This is an optimization exercise on Yosys and OpenROAD, whose aim is small area, a short achievable clock period and few clock cycles per item, not a production implementation.
At most, simulation tests tie the RTL to the original design; equivalence was not proved.
Power is estimated from default activity; no workload was simulated.

## packet_parser
module packet_parser (
	input  logic         clk,
	input  logic         rst_n,       
	input  logic         s_tvalid,
	input  logic [7:0]   s_tdata,
	input  logic         s_tlast,
	output logic         s_tready,
	output logic         m_tvalid,
	input  logic         m_tready,
	output logic [367:0] m_tdata
	);
For scale: roughly 380 flip-flops, roughly 0.014 sq mm of cells after synthesis.
==> flow/config.mk <==
export PLATFORM = sky130hd
export DESIGN_NAME = packet_parser
export DESIGN_NICKNAME = packet_parser
export VERILOG_FILES = /design/flow/design.v
export SDC_FILE = /design/flow/constraint.sdc
export NUM_CORES = 4
export LEC_CHECK = 0
export CAP_MARGIN = 20
export CORE_MARGIN = 2
export CORE_UTILIZATION = 70
export PLACE_DENSITY = 0.85
export SLEW_MARGIN = 20
==> flow/constraint.sdc <==
create_clock -name core_clock -period 13.5 [get_ports {clk}]
set_input_delay 2.7000 -clock core_clock [delete_from_list [all_inputs] [get_ports {clk}]]
set_output_delay 2.7000 -clock core_clock [all_outputs]
set_load 0.01 [all_outputs]
standard.sh (not shown) runs the stock make flow with config.mk's settings and CLKGATE_MAP_FILE= SYNTH_SCRIPT=/design/flow/synth_recipe.tcl, a recipe that flattens the netlist after the stock synthesis.
==> flow/flow/run.sh <==
#!/bin/bash
# Own layout flow: the standard synthesis and layout, with
#  - plain sky130 buffers on the ports instead of the delay buffer the
#    resizer picks by default;
#  - a clock tree of fewer, larger sink clusters and no dummy loads;
#  - timing repair asked to reach a setup slack margin, so that it works on
#    the paths that set the achieved period (the constraints are unchanged).
set -euo pipefail
bash standard.sh synth > synth.log 2>&1
bash standard.sh finish \
  BUFFER_PORTS_ARGS="-buffer_cell sky130_fd_sc_hd__buf_1" \
  CTS_ARGS="-sink_clustering_enable -repair_clock_nets -sink_clustering_size 25 -sink_clustering_max_diameter 100 -buf_list sky130_fd_sc_hd__clkbuf_16 -dont_use_dummy_load" \
  SETUP_SLACK_MARGIN=9.5 > layout.log 2>&1
The first run passed the timing, design-rule and antenna checks.
Testbench counts at the start, summed over its fixed seeds: cycles 152,901, packets 320.
Edit:
--- a/flow/flow/run.sh
+++ b/flow/flow/run.sh
@@ -12,2 +12,2 @@
-  CTS_ARGS="-sink_clustering_enable -repair_clock_nets -sink_clustering_size 25 -sink_clustering_max_diameter 100 -buf_list sky130_fd_sc_hd__clkbuf_16 -dont_use_dummy_load" \
-  SETUP_SLACK_MARGIN=9.5 > layout.log 2>&1
+  CTS_ARGS="-sink_clustering_enable -repair_clock_nets -sink_clustering_size 30 -sink_clustering_max_diameter 100 -buf_list sky130_fd_sc_hd__clkbuf_16 -dont_use_dummy_load" \
+  SETUP_SLACK_MARGIN=9.8 > layout.log 2>&1
Settings changed: CORE_UTILIZATION 70 to 65, PLACE_DENSITY 0.85 to 0.8.
Effect: The new run finished with timing, DRC and antenna clean. Core utilization rises by 8.5 points. Design area rises by 19%. Area after synthesis stays the same. Register-to-register slack got worse by 0.03 ns. Setup slack is worse by 0.13 ns. Non-clock buffer count is higher by 303.
Edit:
--- a/flow/flow/run.sh
+++ b/flow/flow/run.sh
@@ -13 +13 @@
-  SETUP_SLACK_MARGIN=9.8 > layout.log 2>&1
+  SETUP_SLACK_MARGIN=9.65 > layout.log 2>&1
Non-clock buffer count drops by 228.
Cell count shrinks by 13%.
Final area falls by about 12%.
Area after synthesis does not change.
Total power goes down by about 18%.
Die area stays the same.
Maximum frequency climbs by about 5.4%.
Edit:
--- a/flow/flow/run.sh
+++ b/flow/flow/run.sh
@@ -12,2 +12,2 @@
-  CTS_ARGS="-sink_clustering_enable -repair_clock_nets -sink_clustering_size 30 -sink_clustering_max_diameter 100 -buf_list sky130_fd_sc_hd__clkbuf_16 -dont_use_dummy_load" \
-  SETUP_SLACK_MARGIN=9.65 > layout.log 2>&1
+  CTS_ARGS="-sink_clustering_enable -repair_clock_nets -sink_clustering_size 20 -sink_clustering_max_diameter 60 -buf_list sky130_fd_sc_hd__clkbuf_8 -dont_use_dummy_load" \
+  SETUP_SLACK_MARGIN=9.5 > layout.log 2>&1
Outcome:
- The changed run went through all stages and came out clean
- sequential share of layout area goes up by 2.6 points
- cell area shrinks by 3.7%
- global-route usage went down by 0.79 points
- register-to-register slack stays flat
- core utilization goes down by 3.0 points
- fmax falls by about 1.8%
- wire length decreases by 2.0%

========
willow:
packet_parser again, from the RTL that the note above started with.
==> flow/config.mk <==
export PLATFORM = sky130hd
export DESIGN_NAME = packet_parser
export DESIGN_NICKNAME = packet_parser
export VERILOG_FILES = /design/flow/design.v
export SDC_FILE = /design/flow/constraint.sdc
export NUM_CORES = 4
export LEC_CHECK = 0
export CAP_MARGIN = 20
export CORE_MARGIN = 2
export CORE_UTILIZATION = 65
export PLACE_DENSITY = 0.8
export SLEW_MARGIN = 20
==> flow/constraint.sdc <==
create_clock -name core_clock -period 13.5 [get_ports {clk}]
set_input_delay 2.7000 -clock core_clock [delete_from_list [all_inputs] [get_ports {clk}]]
set_output_delay 2.7000 -clock core_clock [all_outputs]
set_load 0.01 [all_outputs]
==> flow/flow/run.sh <==
#!/bin/bash
# Own layout flow: the standard synthesis and layout, with
#  - plain sky130 buffers on the ports instead of the delay buffer the
#    resizer picks by default;
#  - a clock tree of fewer, larger sink clusters and no dummy loads;
#  - timing repair asked to reach a setup slack margin, so that it works on
#    the paths that set the achieved period (the constraints are unchanged).
set -euo pipefail
bash standard.sh synth > synth.log 2>&1
bash standard.sh finish \
  BUFFER_PORTS_ARGS="-buffer_cell sky130_fd_sc_hd__buf_1" \
  CTS_ARGS="-sink_clustering_enable -repair_clock_nets -sink_clustering_size 30 -sink_clustering_max_diameter 60 -buf_list sky130_fd_sc_hd__clkbuf_16 -dont_use_dummy_load" \
  SETUP_SLACK_MARGIN=9.5 > layout.log 2>&1
Testbench counts of willow, summed over its fixed seeds: cycles 152,901, packets 320.
diff inputs: willow => delta
--- a/flow/flow/run.sh
+++ b/flow/flow/run.sh
@@ -12 +12 @@
-  CTS_ARGS="-sink_clustering_enable -repair_clock_nets -sink_clustering_size 30 -sink_clustering_max_diameter 60 -buf_list sky130_fd_sc_hd__clkbuf_16 -dont_use_dummy_load" \
+  CTS_ARGS="-sink_clustering_enable -repair_clock_nets -sink_clustering_size 30 -sink_clustering_max_diameter 100 -buf_list sky130_fd_sc_hd__clkbuf_16 -dont_use_dummy_load" \
Notes after the runs:
Global-route usage ended up 0.32 points lower on delta than on willow.
Non-clock buffer count for delta: 0.78% up relative to willow
From delta to willow, synthesized cell count did not move at all.
Side by side, design area turned out lower in delta than in willow.
Cmp willow and delta / total routed wirelength / lower: delta
delta vs. willow: sequential fraction of total cell area increased 0.85 points, total power decreased 0.13 mW, routed via count decreased about 0.7%.

========
packet_parser, a different RTL version from the one above (not shown whole).
Size in the first run: roughly 790 cells after synthesis, about 380 flip-flops, ~380 I/O pins, ~14,000 µm² of cells after synthesis.
export LEC_CHECK = 0
export CAP_MARGIN = 20
export CORE_MARGIN = 2
export CORE_UTILIZATION = 75
export CTS_BUF_LIST = sky130_fd_sc_hd__clkbuf_4
export CTS_CLUSTER_SIZE = 30
export PLACE_DENSITY = 0.85
export SLEW_MARGIN = 20
create_clock -name core_clock -period 13.5 [get_ports {clk}]
==> flow/flow/run.sh <==
#!/bin/bash
# Own layout flow: the standard synthesis and layout, with
#  - plain sky130 buffers on the ports instead of the delay buffer the
#    resizer picks by default;
#  - timing repair asked to reach a setup slack margin, so that it works on
#    the paths that set the achieved period (the constraints are unchanged).
set -euo pipefail
bash standard.sh synth > synth.log 2>&1
bash standard.sh finish \
  BUFFER_PORTS_ARGS="-buffer_cell sky130_fd_sc_hd__buf_1" \
  SETUP_SLACK_MARGIN=9.5 > layout.log 2>&1
The starting point died in clock tree synthesis.
Edit:
Settings changed: CORE_UTILIZATION 75 to 65, CTS_BUF_LIST sky130_fd_sc_hd__clkbuf_4 to sky130_fd_sc_hd__clkbuf_8, CTS_CLUSTER_SIZE 30 to 40, PLACE_DENSITY 0.85 to 0.8.
Now the flow completed without violations.
Synthesized cell count does not change.
Area after synthesis does not change.
Edit:
Settings changed: CTS_BUF_LIST sky130_fd_sc_hd__clkbuf_8 to not set, CTS_CLUSTER_SIZE 40 to not set.
What happened:
- utilization barely changes
- final cell count falls by about 4%
- critical path depth does not change
No functional check of the RTL was part of any run of this note.

========
== old ==
The RTL this note starts from:
==> flow/design.v <==
module packet_parser (
	input  logic         clk,
	input  logic         rst_n,       
	input  logic         s_tvalid,
	input  logic [7:0]   s_tdata,
	input  logic         s_tlast,
	output logic         s_tready,
	output logic         m_tvalid,
	input  logic         m_tready,
	output logic [367:0] m_tdata
	);
logic       rdy;            
logic       pend;           
logic       pad;            
logic [5:0] pos;            
logic       dv;             
logic [7:0] din;
logic       dl;
logic fill, proc, adv, p48, stored, inwin, go_pend, go_pad;
logic next_pend, next_pad, dfull_next;
assign fill    = !pend && !pad;
assign proc    = dv && fill;
assign adv     = proc || pad;
assign p48     = (pos == 6'd48);
assign stored  = (pos <= 6'd14) || (pos == 6'd16) || (pos == 6'd17) ||
                 (pos == 6'd23) || (pos >= 6'd26 && pos <= 6'd47);
assign inwin   = (pos >= 6'd14) && (pos <= 6'd37);
assign go_pend = p48 && ((proc && dl) || pad);
assign go_pad  = proc && dl && !p48;
assign next_pend  = pend ? !m_tready : go_pend;
assign next_pad   = !pend && (pad ? !go_pend : go_pad);
assign dfull_next = (rdy && s_tvalid) || (dv && !proc);
always_ff @(posedge clk or negedge rst_n) begin
	if (!rst_n) begin
		rdy  <= 1'b1;
		pend <= 1'b0;
		pad  <= 1'b0;
		pos  <= 6'd0;
		dv   <= 1'b0;
	end
	else begin
		rdy  <= !(next_pend || next_pad) || !dfull_next;
		pend <= next_pend;
		pad  <= next_pad;
		dv   <= dfull_next;
		if (pend) begin
			if (m_tready)
				pos <= 6'd0;
		end
		else if (adv && !p48)
			pos <= pos + 6'd1;
	end
end
always_ff @(posedge clk) begin
	if (rdy) begin
		din <= s_tdata;
		dl  <= s_tlast;
	end
end
logic [7:0]   in_byte, cs_byte;
logic [319:0] ch;           
logic [15:0]  cnt;          
logic [15:0]  cnt_inc;
logic [15:0]  acc;          
logic         pc;           
logic         first;
assign in_byte = din & {8{!pad}};
assign cs_byte = in_byte & {8{pos <= 6'd33}};    
assign cnt_inc = (cnt == 16'hFFFF) ? cnt : cnt + 16'd1;
assign first   = (pos == 6'd14);
always_ff @(posedge clk) begin
	if (adv && stored)
		ch <= {ch[311:0], in_byte};
	if (proc)
		cnt <= (pos == 6'd0) ? 16'd1 : cnt_inc;
	if (adv && inwin)
		{pc, acc} <= (first ? 17'd0 : {1'b0, acc[7:0], acc[15:8]}) +
		             {8'd0, pc && !first, cs_byte};
end
function integer slot(input integer b);
	integer i;
	begin
		if (b <= 14)      i = b;
		else if (b == 16) i = 15;
		else if (b == 17) i = 16;
		else if (b == 23) i = 17;
		else              i = b - 8;
		slot = 8 * (39 - i);
	end
endfunction
logic [47:0]  dest_mac, src_mac;
logic [15:0]  eth_type, total_length;
logic [7:0]   b14, protocol;
logic [31:0]  src_ip, dest_ip;
logic [111:0] payload;
genvar g;
generate
	for (g = 0; g < 6; g++) begin : MAC
		assign dest_mac[47-8*g -: 8] = ch[slot(g)   +: 8];
		assign src_mac [47-8*g -: 8] = ch[slot(6+g) +: 8];
	end
	for (g = 0; g < 4; g++) begin : IP
		assign src_ip [31-8*g -: 8] = ch[slot(26+g) +: 8];
		assign dest_ip[31-8*g -: 8] = ch[slot(30+g) +: 8];
	end
	for (g = 0; g < 14; g++) begin : PAY
		assign payload[8*g +: 8] = ch[slot(34+g) +: 8];
	end
endgenerate
assign eth_type     = {ch[slot(12) +: 8], ch[slot(13) +: 8]};
assign b14          = ch[slot(14) +: 8];
assign total_length = {ch[slot(16) +: 8], ch[slot(17) +: 8]};
assign protocol     = ch[slot(23) +: 8];
logic        f_v4, f_v6, f_short, f_ck, f_len;
logic        is_ipv4;
logic [15:0] len_now;
assign is_ipv4 = (eth_type == 16'h0800);
assign len_now = pad ? cnt : cnt_inc;
always_ff @(posedge clk) begin
	if (go_pend) begin
		f_v4    <= is_ipv4;
		f_v6    <= (eth_type == 16'h86DD);
		f_short <= (len_now < 16'd48);
		f_ck    <= is_ipv4 && (b14 == 8'h45) && (acc == 16'hFFFF);
		f_len   <= is_ipv4 && ({1'b0, total_length} + 17'd14 == {1'b0, len_now});
	end
end
assign s_tready = rdy;
assign m_tvalid = pend;
assign m_tdata  = {11'b0, f_len, f_ck, f_short, f_v6, f_v4, acc, cnt, payload,
                   dest_ip, src_ip, protocol, total_length, b14[7:4], b14[3:0],
                   eth_type, src_mac, dest_mac};
endmodule
==> flow/config.mk <==
export PLATFORM = sky130hd
export DESIGN_NAME = packet_parser
export DESIGN_NICKNAME = packet_parser
export VERILOG_FILES = /design/flow/design.v
export SDC_FILE = /design/flow/constraint.sdc
export NUM_CORES = 4
export LEC_CHECK = 0
export CAP_MARGIN = 20
export CORE_MARGIN = 2
export CORE_UTILIZATION = 40
export PLACE_DENSITY = 0.6
export SLEW_MARGIN = 20
==> flow/constraint.sdc <==
create_clock -name core_clock -period 13.5 [get_ports {clk}]
set_input_delay 2.7000 -clock core_clock [delete_from_list [all_inputs] [get_ports {clk}]]
set_output_delay 2.7000 -clock core_clock [all_outputs]
set_load 0.01 [all_outputs]
==> flow/flow/run.sh <==
#!/bin/bash
# Own layout flow: the standard flow, with the port buffers made plain
# sky130 buffers instead of the delay buffer the resizer picks by default.
set -euo pipefail
bash standard.sh synth > synth.log 2>&1
bash standard.sh finish BUFFER_PORTS_ARGS="-buffer_cell sky130_fd_sc_hd__buf_1" > layout.log 2>&1
old finished every stage and its layout cleared the timing, design-rule and antenna checks.
Here is what was changed in the inputs of new compared with old.
==> flow/run.sh (new file) <==
#!/bin/bash
# synth_recipe.tcl (not shown) runs the flow's synth.tcl, then flattens the netlist and writes it again
# the make line also repeats each setting of config.mk as NAME=value (left out here)
make -C /OpenROAD-flow-scripts/flow DESIGN_CONFIG=/design/flow/config.mk WORK_HOME=/design/flow/orfs CLKGATE_MAP_FILE= SYNTH_SCRIPT=/design/flow/synth_recipe.tcl finish
removed: flow/flow/run.sh
removed: flow/standard.sh
## What came out
new has completed all stages; timing, DRC and antenna checks passed. old has a lower utilization than new. old -> new: power after layout increased by more than 10%. A category of the critical setup timing path of flop to output port is what new shows, while flop to flop belongs to old. Compared with old, in new clock period minus final worst setup slack went up by 78 ps, worst hold slack saw a decrease, half-perimeter wire length of the detailed placement result saw an increase, global-route usage climbed 0.92 points.
No run of this note included a check of the RTL's function; only the layout flow was run.

## port drivers added, routing unchanged
In the flow no input, the clock included, has a driving cell. The finished layouts below were timed again as built, in two steps.
Step 1 sets driving cells, clkbuf_16 on the clock port and buf_2 on the other inputs (assumed; they add their load-dependent delay and slew).
Step 2 also shifts input and output timing later by t, the mid clock arrival at the registers, as if the neighbouring blocks saw the same clock.
a / b / c = no drivers / after step 1 / after step 2; a / b = the first two.
| run | t (ns) | setup WS [ns] | worst hold slack (ns) |
|---|---|---|---|
| the first run of note 1 | 0.536 | 9.542 / 9.495 / 9.483 | 0.399 / 0.399 / 0.399 |
| the second run of note 1 | 0.553 | 9.408 / 9.361 / 9.462 | 0.442 / 0.442 / 0.442 |
| the third run of note 1 | 0.547 | 9.616 / 9.564 / 9.532 | 0.425 / 0.425 / 0.425 |
| the fourth run of note 1 | 0.585 | 9.546 / 9.507 / 9.568 | 0.424 / 0.424 / 0.424 |
| willow | 0.561 | 9.550 / 9.503 / 9.563 | 0.411 / 0.411 / 0.411 |
| delta | 0.545 | 9.562 / 9.512 / 9.541 | 0.428 / 0.428 / 0.428 |
| the second run of note 3 | 0.629 | 9.546 / 9.502 / 9.372 | 0.430 / 0.430 / 0.430 |
| the third run of note 3 | 0.567 | 9.535 / 9.488 / 9.322 | 0.443 / 0.443 / 0.443 |
| old | 0.593 | 9.069 / 9.069 / 9.069 | 0.443 / 0.443 / 0.443 |
| new | 0.596 | 8.991 / 8.939 / 9.535 | 0.438 / 0.438 / 0.438 |
After both steps setup and hold are still met in every run listed. The setup slack of the third run of note 3, which loses most, moves by -0.047 ns with the drivers and by -0.213 ns with both steps.
